Background: an optimization exercise with open tools, aiming at small area. Do not read the settings as production practice. RTL that was checked went through simulation tests only; none was proved equivalent to the original.

Setup of main:
==> flow/design.v (excerpt) <==
module cordic_pipe_rtl( clock, reset, ce, angle_in, sin_out, cos_out, valid_out );
For scale: roughly 1500 cells after synthesis.
clock: 5.0 ns
lec_check: 0
abc_area: 1
cap_margin: 20
core_margin: 2
core_utilization: 60
slew_margin: 20
standard.sh (not shown) runs the stock make flow with config.mk's settings and CLKGATE_MAP_FILE= SYNTH_SCRIPT=/design/flow/synth_recipe.tcl, a recipe that flattens the netlist after the stock synthesis.
==> flow/flow/run.sh <==
#!/bin/bash
# Layout flow: the standard ORFS flow (standard.sh) with
#  - synthesis without the generic ABC pass that yosys's synth runs before full-adder
#    extraction (registers are unchanged; only the combinational mapping differs),
#  - a smaller clock tree: no dummy loads, clkbuf_8 leaf buffers, clusters of at most 16 sinks,
#  - buf_1 cells as the port buffers.
# Each tool's output goes to standard.log in this folder.
set -o pipefail
export SYNTH_ARGS="-noabc"
export CTS_ARGS="-sink_clustering_enable -repair_clock_nets -dont_use_dummy_load -buf_list sky130_fd_sc_hd__clkbuf_8 -sink_clustering_size 20 -sink_clustering_max_diameter 60"
export BUFFER_PORTS_ARGS="-buffer_cell sky130_fd_sc_hd__buf_1"
bash standard.sh > standard.log 2>&1
## Diff of input files: the feature branch against main
-- flow/design.v --
<<< main, line 21
assign run[0] = chg;
generate for (i = 0; i < J; i = i + 1) begin : h
  assign y[N+i] = a[N+i] ^ run[i];
  assign run[i+1] = run[i] & (a[N+i] ^ ~c[N]);
>>> the feature branch, line 21
assign run[0] = chg;
generate for (i = 0; i < J; i = i + 1) begin : h
  assign y[N+i] = a[N+i] ^ run[i];
  assign run[i+1] = run[i] & (a[N+i] ^ ~c[N]);
end endgenerate
endmodule
module add_sh_hybn #(parameter J = 1, parameter N = 11) (input [11:0] a, input [11:0] b, input neg, output [11:0] y);
localparam M = 12 - N;
wire signed [11:0] bs = b;
wire signed [11:0] sh = bs >>> J;
wire [11:0] x = sh ^ {12{neg}};
wire [N:0] c;
assign c[0] = neg;
genvar i;
generate for (i = 0; i < N; i = i + 1) begin : g
  assign y[i] = a[i] ^ x[i] ^ c[i];
  assign c[i+1] = (a[i] & x[i]) | (c[i] & (a[i] | x[i]));
end endgenerate
wire k = b[11] ^ neg;      
wire chg = k ^ c[N];       
wire [M:0] run;
assign run[0] = chg;
generate for (i = 0; i < M; i = i + 1) begin : h
  assign y[N+i] = a[N+i] ^ run[i];
  assign run[i+1] = run[i] & (a[N+i] ^ ~c[N]);
<<< main, line 148
always @(posedge clock) if (ce) begin rs10 <= s3; rc10 <= c4; rd10 <= r9[3:0]; end
wire [11:0] s5, c6;   
add_sh_hyb6 #(7) u_s5 (.a(rs10), .b(rc10), .neg(~rd10[3]), .y(s5));
add_sh_hyb6 #(7) u_c6 (.a(rc10), .b(rs10), .neg(rd10[3]), .y(c6));
reg [11:0] rs11, rc11;
reg [2:0] rd11;
always @(posedge clock) if (ce) begin rs11 <= s5; rc11 <= c6; rd11 <= rd10[2:0]; end
wire [11:0] s7, c8;   
add_sh_hyb6 #(8) u_s7 (.a(rs11), .b(rc11), .neg(~rd11[2]), .y(s7));
add_sh_hyb6 #(8) u_c8 (.a(rc11), .b(rs11), .neg(rd11[2]), .y(c8));
reg [11:0] rs12, rc12;
reg [1:0] rd12;
>>> the feature branch, line 169
always @(posedge clock) if (ce) begin rs10 <= s3; rc10 <= c4; rd10 <= r9[3:0]; end
wire [11:0] s5, c6;   
add_sh_hybn #(7, 8) u_s5 (.a(rs10), .b(rc10), .neg(~rd10[3]), .y(s5));
add_sh_hybn #(7, 8) u_c6 (.a(rc10), .b(rs10), .neg(rd10[3]), .y(c6));
reg [11:0] rs11, rc11;
reg [2:0] rd11;
always @(posedge clock) if (ce) begin rs11 <= s5; rc11 <= c6; rd11 <= rd10[2:0]; end
wire [11:0] s7, c8;   
add_sh_hybn #(8, 8) u_s7 (.a(rs11), .b(rc11), .neg(~rd11[2]), .y(s7));
add_sh_hybn #(8, 8) u_c8 (.a(rc11), .b(rs11), .neg(rd11[2]), .y(c8));
reg [11:0] rs12, rc12;
reg [1:0] rd12;
==> summary.txt <==
- Comparing the feature branch and main, non-clock buffer total of the final layout is lower on the feature branch.
- [compare] base=main new=the feature branch: final instance area grew by about 0.9%; maximum operating frequency went down 0.30%; final worst setup slack down 0.015 ns.
- After detailed routing, main needs more wire than the feature branch.
- Of the feature branch and main, the lower via density per instance belongs to the feature branch.
- Looking at worst hold slack, the feature branch sits below main.
- [compare] base=main new=the feature branch: number of non-filler instances in the completed layout down 2.0%.
No run of this note included a check of the RTL's function; only the layout flow was run.

========
The RTL this note starts from:
==> flow/design.v <==
module mul621_fast (input [11:0] x, output [11:0] y);
wire signed [11:0] xx = x;
wire signed [21:0] xs = xx;
wire signed [21:0] a = (xs <<< 3) + xs;
wire signed [21:0] p = (a <<< 6) + (a <<< 2) + a;
assign y = p[21:10];
endmodule
module add_sh_hyb6 #(parameter J = 1) (input [11:0] a, input [11:0] b, input neg, output [11:0] y);
localparam N = 12 - J;
wire [11:0] x = (b >> J) ^ {12{neg}};    
wire [N:0] c;
assign c[0] = neg;
genvar i;
generate for (i = 0; i < N; i = i + 1) begin : g
  assign y[i] = a[i] ^ x[i] ^ c[i];
  assign c[i+1] = (a[i] & x[i]) | (c[i] & (a[i] | x[i]));
end endgenerate
wire k = b[11] ^ neg;      
wire chg = k ^ c[N];       
wire [J:0] run;
assign run[0] = chg;
generate for (i = 0; i < J; i = i + 1) begin : h
  assign y[N+i] = a[N+i] ^ run[i];
  assign run[i+1] = run[i] & (a[N+i] ^ ~c[N]);
end endgenerate
endmodule
module cordic_pipe_rtl( clock, reset, ce, angle_in, sin_out, cos_out, valid_out );
input clock, reset, ce;
input [11:0] angle_in;
output [11:0] sin_out, cos_out;
output valid_out;
reg [3:0] vcnt;
always @(posedge clock) if (reset) vcnt <= 4'd0; else if (ce && vcnt != 4'd15) vcnt <= vcnt + 4'd1;
assign valid_out = (vcnt == 4'd15);
reg signed [11:0] r0;
always @(posedge clock) if (ce) r0 <= angle_in;
wire d0 = r0 > 12'sd0;
wire d1 = d0 ? (r0 > 12'sd804) : (r0 > -12'sd804);
reg d2, d3;
always @* case ({d0,d1})
  2'b11: d2 = r0 > 12'sd1279; 2'b10: d2 = r0 > 12'sd329; 2'b01: d2 = r0 > -12'sd329; default: d2 = r0 > -12'sd1279;
endcase
always @* case ({d0,d1,d2})
  3'b111: d3 = r0 > 12'sd1530; 3'b110: d3 = r0 > 12'sd1028; 3'b101: d3 = r0 > 12'sd580;  3'b100: d3 = r0 > 12'sd78;
  3'b011: d3 = r0 > -12'sd78;  3'b010: d3 = r0 > -12'sd580; 3'b001: d3 = r0 > -12'sd1028; default: d3 = r0 > -12'sd1530;
endcase
reg [15:0] r1;
always @(posedge clock) if (ce) r1 <= {d0, d1, d2, d3, r0};
wire signed [12:0] t4;    
wire [15:0] t4_b0 = 16'h0000;
assign t4[0] = t4_b0[r1[15:12]];
wire [15:0] t4_b1 = 16'h9696;
assign t4[1] = t4_b1[r1[15:12]];
wire [15:0] t4_b2 = 16'he8e8;
assign t4[2] = t4_b2[r1[15:12]];
wire [15:0] t4_b3 = 16'h3cc3;
assign t4[3] = t4_b3[r1[15:12]];
wire [15:0] t4_b4 = 16'h3f03;
assign t4[4] = t4_b4[r1[15:12]];
wire [15:0] t4_b5 = 16'h3f03;
assign t4[5] = t4_b5[r1[15:12]];
wire [15:0] t4_b6 = 16'h30f3;
assign t4[6] = t4_b6[r1[15:12]];
wire [15:0] t4_b7 = 16'h3f03;
assign t4[7] = t4_b7[r1[15:12]];
wire [15:0] t4_b8 = 16'h6a56;
assign t4[8] = t4_b8[r1[15:12]];
wire [15:0] t4_b9 = 16'he631;
assign t4[9] = t4_b9[r1[15:12]];
wire [15:0] t4_b10 = 16'h1e0f;
assign t4[10] = t4_b10[r1[15:12]];
wire [15:0] t4_b11 = 16'hfe00;
assign t4[11] = t4_b11[r1[15:12]];
wire [15:0] t4_b12 = 16'hfe00;
assign t4[12] = t4_b12[r1[15:12]];
wire signed [11:0] q1 = r1[11:0];
wire signed [12:0] y4 = q1 + t4;
wire [6:0] v = y4[12] ? 7'd0 : (y4[11:8] != 4'd0) ? 7'd127 : y4[7:1];
reg [10:0] r2;
always @(posedge clock) if (ce) r2 <= {r1[15:12], v};
reg [10:0] r3;
always @(posedge clock) if (ce) r3 <= r2;
reg [10:0] r4;
always @(posedge clock) if (ce) r4 <= r3;
reg [10:0] r5;
always @(posedge clock) if (ce) r5 <= r4;
reg [10:0] r6;
always @(posedge clock) if (ce) r6 <= r5;
reg [10:0] r7;
always @(posedge clock) if (ce) r7 <= r6;
reg [10:0] r8;
always @(posedge clock) if (ce) r8 <= r7;
reg [10:0] r9;
always @(posedge clock) if (ce) r9 <= r8;
wire [11:0] sl1, cl2;   
wire [63:0] sl1_b0 = 64'hf00ffffffffff00f;
assign sl1[0] = sl1_b0[r9[10:5]];
wire [63:0] sl1_b1 = 64'h0550c0033ffcfaaf;
assign sl1[1] = sl1_b1[r9[10:5]];
wire [63:0] sl1_b2 = 64'hbd24987cc1e6de12;
assign sl1[2] = sl1_b2[r9[10:5]];
wire [63:0] sl1_b3 = 64'h0f7168aaaae9704f;
assign sl1[3] = sl1_b3[r9[10:5]];
wire [63:0] sl1_b4 = 64'h74ae583333e58bd1;
assign sl1[4] = sl1_b4[r9[10:5]];
wire [63:0] sl1_b5 = 64'h069f929696b6069f;
assign sl1[5] = sl1_b5[r9[10:5]];
wire [63:0] sl1_b6 = 64'h072a498e8e6dab1f;
assign sl1[6] = sl1_b6[r9[10:5]];
wire [63:0] sl1_b7 = 64'hf83392d4d4b633e0;
assign sl1[7] = sl1_b7[r9[10:5]];
wire [63:0] sl1_b8 = 64'h003c1ce718c7c3ff;
assign sl1[8] = sl1_b8[r9[10:5]];
wire [63:0] sl1_b9 = 64'hffc01f071f07fc00;
assign sl1[9] = sl1_b9[r9[10:5]];
wire [63:0] sl1_b10 = 64'hffffe0071ff80000;
assign sl1[10] = sl1_b10[r9[10:5]];
wire [63:0] sl1_b11 = 64'h000000071fffffff;
assign sl1[11] = sl1_b11[r9[10:5]];
wire [63:0] cl2_b0 = 64'hfffff00f0ff00000;
assign cl2[0] = cl2_b0[r9[10:5]];
wire [63:0] cl2_b1 = 64'hc0030aa0a00a6aa9;
assign cl2[1] = cl2_b1[r9[10:5]];
wire [63:0] cl2_b2 = 64'h3e1924bdbd24187e;
assign cl2[2] = cl2_b2[r9[10:5]];
wire [63:0] cl2_b3 = 64'h55168ef00f71e8aa;
assign cl2[3] = cl2_b3[r9[10:5]];
wire [63:0] cl2_b4 = 64'hcc1a752e74ae5833;
assign cl2[4] = cl2_b4[r9[10:5]];
wire [63:0] cl2_b5 = 64'h6949f960069f9296;
assign cl2[5] = cl2_b5[r9[10:5]];
wire [63:0] cl2_b6 = 64'h719254e0072a498e;
assign cl2[6] = cl2_b6[r9[10:5]];
wire [63:0] cl2_b7 = 64'h2b49cc1ff83392d4;
assign cl2[7] = cl2_b7[r9[10:5]];
wire [63:0] cl2_b8 = 64'he7383c00003c1ce7;
assign cl2[8] = cl2_b8[r9[10:5]];
wire [63:0] cl2_b9 = 64'he0f803ffffc01f07;
assign cl2[9] = cl2_b9[r9[10:5]];
wire [63:0] cl2_b10 = 64'he007ffffffffe007;
assign cl2[10] = cl2_b10[r9[10:5]];
wire [63:0] cl2_b11 = 64'he000000000000007;
assign cl2[11] = cl2_b11[r9[10:5]];
wire [11:0] s3, c4;   
add_sh_hyb6 #(6) u_s3 (.a(sl1), .b(cl2), .neg(~r9[4]), .y(s3));
add_sh_hyb6 #(6) u_c4 (.a(cl2), .b(sl1), .neg(r9[4]), .y(c4));
reg [11:0] rs10, rc10;
reg [3:0] rd10;
always @(posedge clock) if (ce) begin rs10 <= s3; rc10 <= c4; rd10 <= r9[3:0]; end
wire [11:0] s5, c6;   
add_sh_hyb6 #(7) u_s5 (.a(rs10), .b(rc10), .neg(~rd10[3]), .y(s5));
add_sh_hyb6 #(7) u_c6 (.a(rc10), .b(rs10), .neg(rd10[3]), .y(c6));
reg [11:0] rs11, rc11;
reg [2:0] rd11;
always @(posedge clock) if (ce) begin rs11 <= s5; rc11 <= c6; rd11 <= rd10[2:0]; end
wire [11:0] s7, c8;   
add_sh_hyb6 #(8) u_s7 (.a(rs11), .b(rc11), .neg(~rd11[2]), .y(s7));
add_sh_hyb6 #(8) u_c8 (.a(rc11), .b(rs11), .neg(rd11[2]), .y(c8));
reg [11:0] rs12, rc12;
reg [1:0] rd12;
always @(posedge clock) if (ce) begin rs12 <= s7; rc12 <= c8; rd12 <= rd11[1:0]; end
wire [11:0] s9, c10;   
add_sh_hyb6 #(9) u_s9 (.a(rs12), .b(rc12), .neg(~rd12[1]), .y(s9));
add_sh_hyb6 #(9) u_c10 (.a(rc12), .b(rs12), .neg(rd12[1]), .y(c10));
wire [11:0] s11, c12;   
add_sh_hyb6 #(10) u_s11 (.a(s9), .b(c10), .neg(~rd12[0]), .y(s11));
add_sh_hyb6 #(10) u_c12 (.a(c10), .b(s9), .neg(rd12[0]), .y(c12));
reg [11:0] rs13, rc13;
always @(posedge clock) if (ce) begin rs13 <= s11; rc13 <= c12; end
wire [11:0] ms13, mc14;
mul621_fast u_ms13 (.x(rs13), .y(ms13));
mul621_fast u_mc14 (.x(rc13), .y(mc14));
reg [11:0] rs14, rc14;
always @(posedge clock) if (ce) begin rs14 <= ms13; rc14 <= mc14; end
assign sin_out = rs14;
assign cos_out = rc14;
endmodule
export LEC_CHECK = 0
export ABC_AREA = 1
export CAP_MARGIN = 20
export CORE_MARGIN = 2
export CORE_UTILIZATION = 60
export SLEW_MARGIN = 20
create_clock -name core_clock -period 5.0 [get_ports {clock}]
==> flow/flow/run.sh <==
#!/bin/bash
# Layout flow: the standard ORFS flow (standard.sh) with
#  - synthesis without the generic ABC pass that yosys's synth runs before full-adder
#    extraction (registers are unchanged; only the combinational mapping differs),
#  - a smaller clock tree: no dummy loads, clkbuf_8 leaf buffers, clusters of at most 16 sinks,
#  - buf_1 cells as the port buffers.
# Each tool's output goes to standard.log in this folder.
set -o pipefail
export SYNTH_ARGS="-noabc"
export CTS_ARGS="-sink_clustering_enable -repair_clock_nets -dont_use_dummy_load -buf_list sky130_fd_sc_hd__clkbuf_8 -sink_clustering_size 16 -sink_clustering_max_diameter 60"
export BUFFER_PORTS_ARGS="-buffer_cell sky130_fd_sc_hd__buf_1"
bash standard.sh > standard.log 2>&1
The first run produced a clean layout.
Change:
--- a/flow/design.v
+++ b/flow/design.v
@@ -18,10 +18,31 @@
 wire k = b[11] ^ neg;      
 wire chg = k ^ c[N];       
 wire [J:0] run;
 assign run[0] = chg;
 generate for (i = 0; i < J; i = i + 1) begin : h
+  assign y[N+i] = a[N+i] ^ run[i];
+  assign run[i+1] = run[i] & (a[N+i] ^ ~c[N]);
+end endgenerate
+endmodule
+module add_sh_hybn #(parameter J = 1, parameter N = 11) (input [11:0] a, input [11:0] b, input neg, output [11:0] y);
+localparam M = 12 - N;
+wire signed [11:0] bs = b;
+wire signed [11:0] sh = bs >>> J;
+wire [11:0] x = sh ^ {12{neg}};
+wire [N:0] c;
+assign c[0] = neg;
+genvar i;
+generate for (i = 0; i < N; i = i + 1) begin : g
+  assign y[i] = a[i] ^ x[i] ^ c[i];
+  assign c[i+1] = (a[i] & x[i]) | (c[i] & (a[i] | x[i]));
+end endgenerate
+wire k = b[11] ^ neg;      
+wire chg = k ^ c[N];       
+wire [M:0] run;
+assign run[0] = chg;
+generate for (i = 0; i < M; i = i + 1) begin : h
   assign y[N+i] = a[N+i] ^ run[i];
   assign run[i+1] = run[i] & (a[N+i] ^ ~c[N]);
 end endgenerate
 endmodule
 module cordic_pipe_rtl( clock, reset, ce, angle_in, sin_out, cos_out, valid_out );
@@ -146,18 +167,18 @@
 add_sh_hyb6 #(6) u_c4 (.a(cl2), .b(sl1), .neg(r9[4]), .y(c4));
 reg [11:0] rs10, rc10;
 reg [3:0] rd10;
 always @(posedge clock) if (ce) begin rs10 <= s3; rc10 <= c4; rd10 <= r9[3:0]; end
 wire [11:0] s5, c6;   
-add_sh_hyb6 #(7) u_s5 (.a(rs10), .b(rc10), .neg(~rd10[3]), .y(s5));
-add_sh_hyb6 #(7) u_c6 (.a(rc10), .b(rs10), .neg(rd10[3]), .y(c6));
+add_sh_hybn #(7, 10) u_s5 (.a(rs10), .b(rc10), .neg(~rd10[3]), .y(s5));
+add_sh_hybn #(7, 10) u_c6 (.a(rc10), .b(rs10), .neg(rd10[3]), .y(c6));
 reg [11:0] rs11, rc11;
 reg [2:0] rd11;
 always @(posedge clock) if (ce) begin rs11 <= s5; rc11 <= c6; rd11 <= rd10[2:0]; end
 wire [11:0] s7, c8;   
-add_sh_hyb6 #(8) u_s7 (.a(rs11), .b(rc11), .neg(~rd11[2]), .y(s7));
-add_sh_hyb6 #(8) u_c8 (.a(rc11), .b(rs11), .neg(rd11[2]), .y(c8));
+add_sh_hybn #(8, 10) u_s7 (.a(rs11), .b(rc11), .neg(~rd11[2]), .y(s7));
+add_sh_hybn #(8, 10) u_c8 (.a(rc11), .b(rs11), .neg(rd11[2]), .y(c8));
 reg [11:0] rs12, rc12;
 reg [1:0] rd12;
 always @(posedge clock) if (ce) begin rs12 <= s7; rc12 <= c8; rd12 <= rd11[1:0]; end
 wire [11:0] s9, c10;   
 add_sh_hyb6 #(9) u_s9 (.a(rs12), .b(rc12), .neg(~rd12[1]), .y(s9));
Effect: With this change the flow produced a layout that fails on negative setup slack; worst setup slack got worse by 0.11 ns; sequential share of layout area shrinks by 1.2 points; die area stays flat; non-clock buffer count grows by 45; hold slack improved by 0.012 ns; synthesized cell count shrinks by 4.0%; routed wire length grows by 5.9%; area after synthesis barely changes; first-iteration DRC count grows by 3.9%.
For the second run of this note, only the layout was checked, not whether the RTL still works.

[afterwards: timing with drivers on the ports]
Ports are ideal in the flow. The routed layouts listed here were re-timed in OpenROAD.
Step 1, drivers: a clkbuf_16 drives clock and a buf_2 each remaining input, both assumed.
Step 2 adds t to the input delays and takes it off the output delays; t is the mean of the earliest and latest rising clock arrival at the registers after step 1. Input paths then give back, and output paths get back, about the clock's delay inside the block.
Slacks: ideal / step 1 / step 2; pairs: ideal / step 1.
| run | shift t [ns] | setup WS [ns] | worst setup path after step 2 | worst data-port slew with drivers (ns) |
|---|---|---|---|---|
| main | 0.588 | 0.189 / 0.189 / 0.189 | register to register | 0.03 |
| the feature branch | 0.599 | 0.175 / 0.175 / 0.175 | register to register | 0.03 |
| the first run of note 2 | 0.588 | 0.088 / 0.088 / 0.088 | register to register | 0.03 |
| the second run of note 2 | 0.583 | -0.017 / -0.017 / -0.017 | register to register | 0.03 |
